This design comes from an exercise in tuning for small area and a short achievable clock period on the open sky130 flow, not from production work. At most, simulation tests tie the RTL to the original design; equivalence was not proved. Power and IR drop assume default switching activity.

Design mac, start of the top module:
module mac(input clk, input rst, input [15:0] x, input [15:0] y, output [31:0] acc);
Size: roughly 66 I/O pins.
==> flow/config.mk <==
export PLATFORM = sky130hd
export DESIGN_NAME = mac
export DESIGN_NICKNAME = mac
export VERILOG_FILES = /design/flow/design.v
export SDC_FILE = /design/flow/constraint.sdc
export NUM_CORES = 4
export LEC_CHECK = 0
export CAP_MARGIN = 20
export CORE_MARGIN = 2
export CORE_UTILIZATION = 40
export SLEW_MARGIN = 20
export SYNTH_HIERARCHICAL = 1
export SYNTH_MINIMUM_KEEP_SIZE = 0
export SETUP_SLACK_MARGIN = 11.2
export SKIP_GATE_CLONING = 1
export BUFFER_PORTS_ARGS = -buffer_cell sky130_fd_sc_hd__buf_1
export CTS_ARGS = -sink_clustering_enable -repair_clock_nets -dont_use_dummy_load -buf_list sky130_fd_sc_hd__clkbuf_4 -root_buf sky130_fd_sc_hd__clkbuf_8
==> flow/constraint.sdc <==
create_clock -name core_clock -period 18.0 [get_ports {clk}]
set_input_delay 3.6000 -clock core_clock [delete_from_list [all_inputs] [get_ports {clk}]]
set_output_delay 3.6000 -clock core_clock [all_outputs]
set_load 0.01 [all_outputs]
standard.sh (not shown) runs the stock make flow with config.mk's settings and CLKGATE_MAP_FILE= SYNTH_SCRIPT=/design/flow/synth_recipe.tcl, a recipe that flattens the netlist after the stock synthesis.
==> flow/flow/run.sh <==
#!/bin/bash
# Layout: the standard ORFS flow (standard.sh, standard synthesis), with
#  - timing repair aimed at a setup slack of flow/margin ns, so the resizer
#    works on the real critical paths even though the clock period is loose
#    (no gate cloning, so each port keeps exactly one buffer),
#  - the standard port buffering (every port gets its own buffer), with the
#    buffer cell in flow/portbuf,
#  - a clock tree without dummy balancing loads, extra CTS options in flow/cts.
# standard.log here holds make's output; ORFS's own logs are in orfs/logs.
set -euo pipefail
M=$(cat flow/margin)
PB=$(cat flow/portbuf)
CTS_EXTRA=$(cat flow/cts 2>/dev/null || true)
cat >> config.mk <<EOC
export SETUP_SLACK_MARGIN = $M
export SKIP_GATE_CLONING = 1
export BUFFER_PORTS_ARGS = -buffer_cell $PB
export CTS_ARGS = -sink_clustering_enable -repair_clock_nets -dont_use_dummy_load $CTS_EXTRA
EOC
bash standard.sh > standard.log 2>&1
==> flow/flow/cts <==
-buf_list sky130_fd_sc_hd__clkbuf_4 -root_buf sky130_fd_sc_hd__clkbuf_8
==> flow/flow/margin <==
11.2
==> flow/flow/portbuf <==
sky130_fd_sc_hd__buf_1
Rerun with:
- PLACE_DENSITY: unset -> 0.75
Effect: Final area shrinks by 0.34%; sequential power barely changes; combinational power hardly moves; hold slack gains 0.0040 ns; setup slack gets worse by 0.017 ns; wire length shrinks by 2.3%; utilization went down by 0.14 points; fmax is about the same; power climbs by 0.69%; clock-buffer cell count stays the same.
No run of this note included a check of the RTL's function; only the layout flow was run.

========
build 80:
Another version of the RTL of mac (not shown whole).
Size: about 58 flip-flops.
Settings: LEC_CHECK=0, CAP_MARGIN=20, CORE_MARGIN=2, CORE_UTILIZATION=40, SLEW_MARGIN=20, SYNTH_HIERARCHICAL=1, SYNTH_MINIMUM_KEEP_SIZE=0, SETUP_SLACK_MARGIN=11.3, SKIP_GATE_CLONING=1, BUFFER_PORTS_ARGS=-buffer_cell sky130_fd_sc_hd__buf_1, CTS_ARGS=-sink_clustering_enable -repair_clock_nets -dont_use_dummy_load ; clock period 18.0 ns.
==> flow/flow/cts <==

==> flow/flow/margin <==
11.3
Scripts as last shown in full above: flow/flow/run.sh, flow/flow/portbuf
Build 80 | stages: all done | timing, DRC, antenna: all pass
The following lists how build 85 was set up differently from build 80:
# build 80
export LEC_CHECK = 0
export CAP_MARGIN = 20
export CORE_MARGIN = 2
export CORE_UTILIZATION = 40
export SLEW_MARGIN = 20
export SYNTH_HIERARCHICAL = 1
export SYNTH_MINIMUM_KEEP_SIZE = 0
export SETUP_SLACK_MARGIN = 11.3
export SKIP_GATE_CLONING = 1
export BUFFER_PORTS_ARGS = -buffer_cell sky130_fd_sc_hd__buf_1
export CTS_ARGS = -sink_clustering_enable -repair_clock_nets -dont_use_dummy_load 
create_clock -name core_clock -period 18.0 [get_ports {clk}]
# build 85
export LEC_CHECK = 0
export CAP_MARGIN = 20
export CORE_MARGIN = 2
export CORE_UTILIZATION = 40
export SLEW_MARGIN = 20
export SYNTH_HIERARCHICAL = 1
export SYNTH_MINIMUM_KEEP_SIZE = 0
export SETUP_SLACK_MARGIN = 11.5
export SKIP_GATE_CLONING = 1
export BUFFER_PORTS_ARGS = -buffer_cell sky130_fd_sc_hd__buf_1
export CTS_ARGS = -sink_clustering_enable -repair_clock_nets -dont_use_dummy_load 
create_clock -name core_clock -period 18.0 [get_ports {clk}]
==> flow/flow/margin <==
11.5
Findings:
Comparing build 80 against build 85, there is no change at all in compound-cell area share of the yosys netlist.
Diff build 80 -> build 85: signed area change from the synthesized netlist to the final layout higher, routed length on met1 has remained practically unchanged, via count saw an increase, share of the cycle needed by the critical path after routing -0.56 points.
Build 85 went all the way through synthesis, placement and routing and the layout is clean on timing, DRC and antenna.
Build 85 leaves more setup margin than build 80.
Final area ends up lower on build 80.
Diff build 85..build 80 | die area | unchanged
Between build 80 and build 85, relative contribution of the clock network to total power decreased.
Looking at static leakage, build 85 sits 3.7% above build 80.
diff inputs: build 85 => build 21
# build 85
export LEC_CHECK = 0
export CAP_MARGIN = 20
export CORE_MARGIN = 2
export CORE_UTILIZATION = 40
export SLEW_MARGIN = 20
export SYNTH_HIERARCHICAL = 1
export SYNTH_MINIMUM_KEEP_SIZE = 0
export SETUP_SLACK_MARGIN = 11.5
export SKIP_GATE_CLONING = 1
export BUFFER_PORTS_ARGS = -buffer_cell sky130_fd_sc_hd__buf_1
export CTS_ARGS = -sink_clustering_enable -repair_clock_nets -dont_use_dummy_load 
create_clock -name core_clock -period 18.0 [get_ports {clk}]
# build 21
export LEC_CHECK = 0
export CAP_MARGIN = 20
export CORE_MARGIN = 2
export CORE_UTILIZATION = 40
export PLACE_DENSITY = 0.75
export SLEW_MARGIN = 20
export SYNTH_HIERARCHICAL = 1
export SYNTH_MINIMUM_KEEP_SIZE = 0
export SETUP_SLACK_MARGIN = 11.25
export SKIP_GATE_CLONING = 1
export BUFFER_PORTS_ARGS = -buffer_cell sky130_fd_sc_hd__buf_1
export CTS_ARGS = -sink_clustering_enable -repair_clock_nets -dont_use_dummy_load -buf_list sky130_fd_sc_hd__clkbuf_4 -root_buf sky130_fd_sc_hd__clkbuf_8
create_clock -name core_clock -period 18.0 [get_ports {clk}]
==> flow/flow/cts <==
-buf_list sky130_fd_sc_hd__clkbuf_4 -root_buf sky130_fd_sc_hd__clkbuf_8
==> flow/flow/margin <==
11.25
==> run notes <==
- Non-clock buffer count, build 21 and build 85: higher on build 85
- Going from build 85 to build 21, critical path depth shows a reduction of 2, unique cell type count in the Yosys netlist saw little to no change, combined buffer and inverter count along the critical path lost 2, number of synthesized flops with an enable pin closely matched the old numbers.
- Sort build 21 and build 85 by register-to-register slack asc -> top: build 21
- Status: worst hold slack parity (build 85, build 21)
- Compared with build 85, build 21 shows a lower met2 track demand over resource.
- Build 21: final critical-path required period is 0.12 ns higher than what build 85 reported.
Edits applied to the flow inputs when going from build 21 to build 18:
# build 21
export LEC_CHECK = 0
export CAP_MARGIN = 20
export CORE_MARGIN = 2
export CORE_UTILIZATION = 40
export PLACE_DENSITY = 0.75
export SLEW_MARGIN = 20
export SYNTH_HIERARCHICAL = 1
export SYNTH_MINIMUM_KEEP_SIZE = 0
export SETUP_SLACK_MARGIN = 11.25
export SKIP_GATE_CLONING = 1
export BUFFER_PORTS_ARGS = -buffer_cell sky130_fd_sc_hd__buf_1
export CTS_ARGS = -sink_clustering_enable -repair_clock_nets -dont_use_dummy_load -buf_list sky130_fd_sc_hd__clkbuf_4 -root_buf sky130_fd_sc_hd__clkbuf_8
create_clock -name core_clock -period 18.0 [get_ports {clk}]
# build 18
export LEC_CHECK = 0
export CAP_MARGIN = 20
export CORE_MARGIN = 2
export CORE_UTILIZATION = 40
export PLACE_DENSITY = 0.75
export SLEW_MARGIN = 20
export SYNTH_HIERARCHICAL = 1
export SYNTH_MINIMUM_KEEP_SIZE = 0
export SETUP_SLACK_MARGIN = 11.2
export SKIP_GATE_CLONING = 1
export BUFFER_PORTS_ARGS = -buffer_cell sky130_fd_sc_hd__buf_1
export CTS_ARGS = -sink_clustering_enable -repair_clock_nets -dont_use_dummy_load -buf_list sky130_fd_sc_hd__clkbuf_4 -root_buf sky130_fd_sc_hd__clkbuf_8
create_clock -name core_clock -period 18.0 [get_ports {clk}]
==> flow/flow/margin <==
11.2
==> run notes <==
Build 18 completed every stage of the flow, and the final layout passed the timing, DRC and antenna checks. Looking at build 21 and build 18, the portion of the clock cycle consumed by the worst path in the final layout is a wash. [compare] base=build 21 new=build 18: setup slack went down; met1 layer usage reported by global route went up.

========
oak:
mac, a different RTL version from the one above (not shown whole).
For scale: roughly 870 cells after synthesis, roughly 58 flip-flops, about 66 I/O pins, about 9500 µm² of cells after synthesis.
## mac
module mac(input clk, input rst, input [15:0] x, input [15:0] y, output [31:0] acc);
reg r0_0;
reg r1_0;
reg r2_0;
reg r3_0;
reg r4_0;
reg r5_0;
reg r6_0;
reg r6_1;
reg r7_0;
reg r7_1;
reg r8_0;
reg r8_1;
reg r9_0;
reg r9_1;
reg r10_0;
reg r10_1;
reg r11_0;
reg r11_1;
reg r12_0;
reg r12_1;
reg r13_0;
reg r13_1;
reg r14_0;
reg r14_1;
reg r15_0;
reg r15_1;
reg r16_0;
reg r16_1;
reg r17_0;
reg r17_1;
reg r18_0;
reg r18_1;
reg r19_0;
reg r19_1;
reg r20_0;
reg r20_1;
reg r21_0;
reg r21_1;
reg r22_0;
reg r22_1;
reg r23_0;
reg r23_1;
reg r24_0;
reg r24_1;
reg r25_0;
reg r25_1;
reg r26_0;
reg r26_1;
reg r27_0;
reg r27_1;
reg r28_0;
reg r28_1;
reg r29_0;
reg r29_1;
reg r30_0;
reg r30_1;
reg r31_0;
reg rci;
wire p1;
wire p2;
wire p3;
wire p4;
wire p5;
wire p6;
wire p7;
wire p8;
wire p9;
wire p10;
wire p11;
wire p12;
wire p13;
wire p14;
wire p15;
wire p16;
wire p17;
wire p18;
wire p19;
wire p20;
wire p21;
wire p22;
wire p23;
wire p24;
wire p25;
wire p26;
wire p27;
wire p28;
wire p29;
wire p30;
wire p31;
wire p32;
wire p33;
wire p34;
wire p35;
wire p36;
wire p37;
wire p38;
wire p39;
wire p40;
wire p41;
wire p42;
wire p43;
wire p44;
wire p45;
wire p46;
wire p47;
wire p48;
wire p49;
wire p50;
wire p51;
  ...
export LEC_CHECK = 0
export CAP_MARGIN = 20
export CORE_MARGIN = 2
export CORE_UTILIZATION = 40
export SLEW_MARGIN = 20
export SYNTH_HIERARCHICAL = 1
export SYNTH_MINIMUM_KEEP_SIZE = 0
export SETUP_SLACK_MARGIN = 11.5
export BUFFER_PORTS_ARGS = -buffer_cell sky130_fd_sc_hd__buf_2
export CTS_ARGS = -sink_clustering_enable -repair_clock_nets -dont_use_dummy_load
create_clock -name core_clock -period 18.0 [get_ports {clk}]
==> flow/flow/run.sh <==
#!/bin/bash
# Layout: the standard ORFS flow (standard.sh, standard synthesis), with
#  - timing repair aimed at a setup slack of SETUP_MARGIN ns, so the resizer
#    works on the real critical paths even though the clock period is loose,
#  - port buffers of a small cell (every port still gets its own buffer),
#  - a clock tree without dummy balancing loads.
# Each tool's output goes to standard.log here and ORFS's own logs in orfs/logs.
set -euo pipefail
M=$(cat flow/margin)
cat >> config.mk <<EOC
export SETUP_SLACK_MARGIN = $M
export BUFFER_PORTS_ARGS = -buffer_cell sky130_fd_sc_hd__buf_2
export CTS_ARGS = -sink_clustering_enable -repair_clock_nets -dont_use_dummy_load
EOC
bash standard.sh > standard.log 2>&1
==> flow/flow/margin <==
11.5
The flow did not stop early for oak: all stages ran, and the layout cleared the timing, DRC and antenna checks.
Input-level comparison between pine and oak:
==> flow/flow/margin <==
11
diff --git a/flow/config.mk b/flow/config.mk
--- a/flow/config.mk
+++ b/flow/config.mk
@@ -13,3 +13,3 @@
 export SYNTH_MINIMUM_KEEP_SIZE = 0
-export SETUP_SLACK_MARGIN = 11.5
+export SETUP_SLACK_MARGIN = 11
 export BUFFER_PORTS_ARGS = -buffer_cell sky130_fd_sc_hd__buf_2
- Diff oak..pine | number of placed I/O pins | unchanged
- On relative contribution of the clock network to total power, the higher figure sits with pine, not oak.
- | signal arrival time at the worst endpoint | pine vs oak | 3.57 ns lower |
- Pre-CTS setup slack (pine over oak): increase, 0.011 ns
Function was not checked in any run of this note: the RTL went through the layout flow alone.

-- port drivers added, routing unchanged --
The results above use ideal ports. As a check the final layouts listed here were re-extracted and re-timed, cells and wires unchanged.
Step 1: set_driving_cell puts a clkbuf_16 on clk and a buf_2 on each other input, an assumption about the parent block.
Step 2 times the ports against the registers' clock, not the clock port: input delays grow and output delays shrink by t, the midpoint of the rising clock arrivals with the driver on.
Three values: no drivers, after step 1, after step 2; two values: the first two.
run | t, ns | slack for setup (ns) | hold slack, ns | worst data-port slew with drivers (ns) | cell pins on the clock port's net
the first run of note 1 | 0.413 | 11.262 / 11.237 / 10.823 | 0.631 / 0.631 / 0.631 | 0.06 | 1
the second run of note 1 | 0.394 | 11.245 / 11.258 / 10.865 | 0.635 / 0.635 / 0.635 | 0.05 | 1
build 80 | 0.387 | 11.324 / 11.346 / 10.959 | 0.630 / 0.630 / 0.630 | 0.07 | 1
build 85 | 0.388 | 11.425 / 11.440 / 11.053 | 0.633 / 0.633 / 0.633 | 0.09 | 1
build 21 | 0.415 | 11.305 / 11.323 / 10.908 | 0.632 / 0.632 / 0.632 | 0.06 | 1
build 18 | 0.396 | 11.291 / 11.311 / 10.915 | 0.628 / 0.628 / 0.628 | 0.07 | 1
oak | 0.385 | 11.309 / 11.194 / 10.810 | 0.643 / 0.643 / 0.643 | 0.16 | 1
pine | 0.382 | 11.058 / 11.015 / 10.686 | 0.648 / 0.648 / 0.648 | 0.07 | 1
After both steps setup and hold are still met in every run listed. The setup slack of oak, which loses most, moves by -0.115 ns with the drivers and by -0.499 ns with both steps.
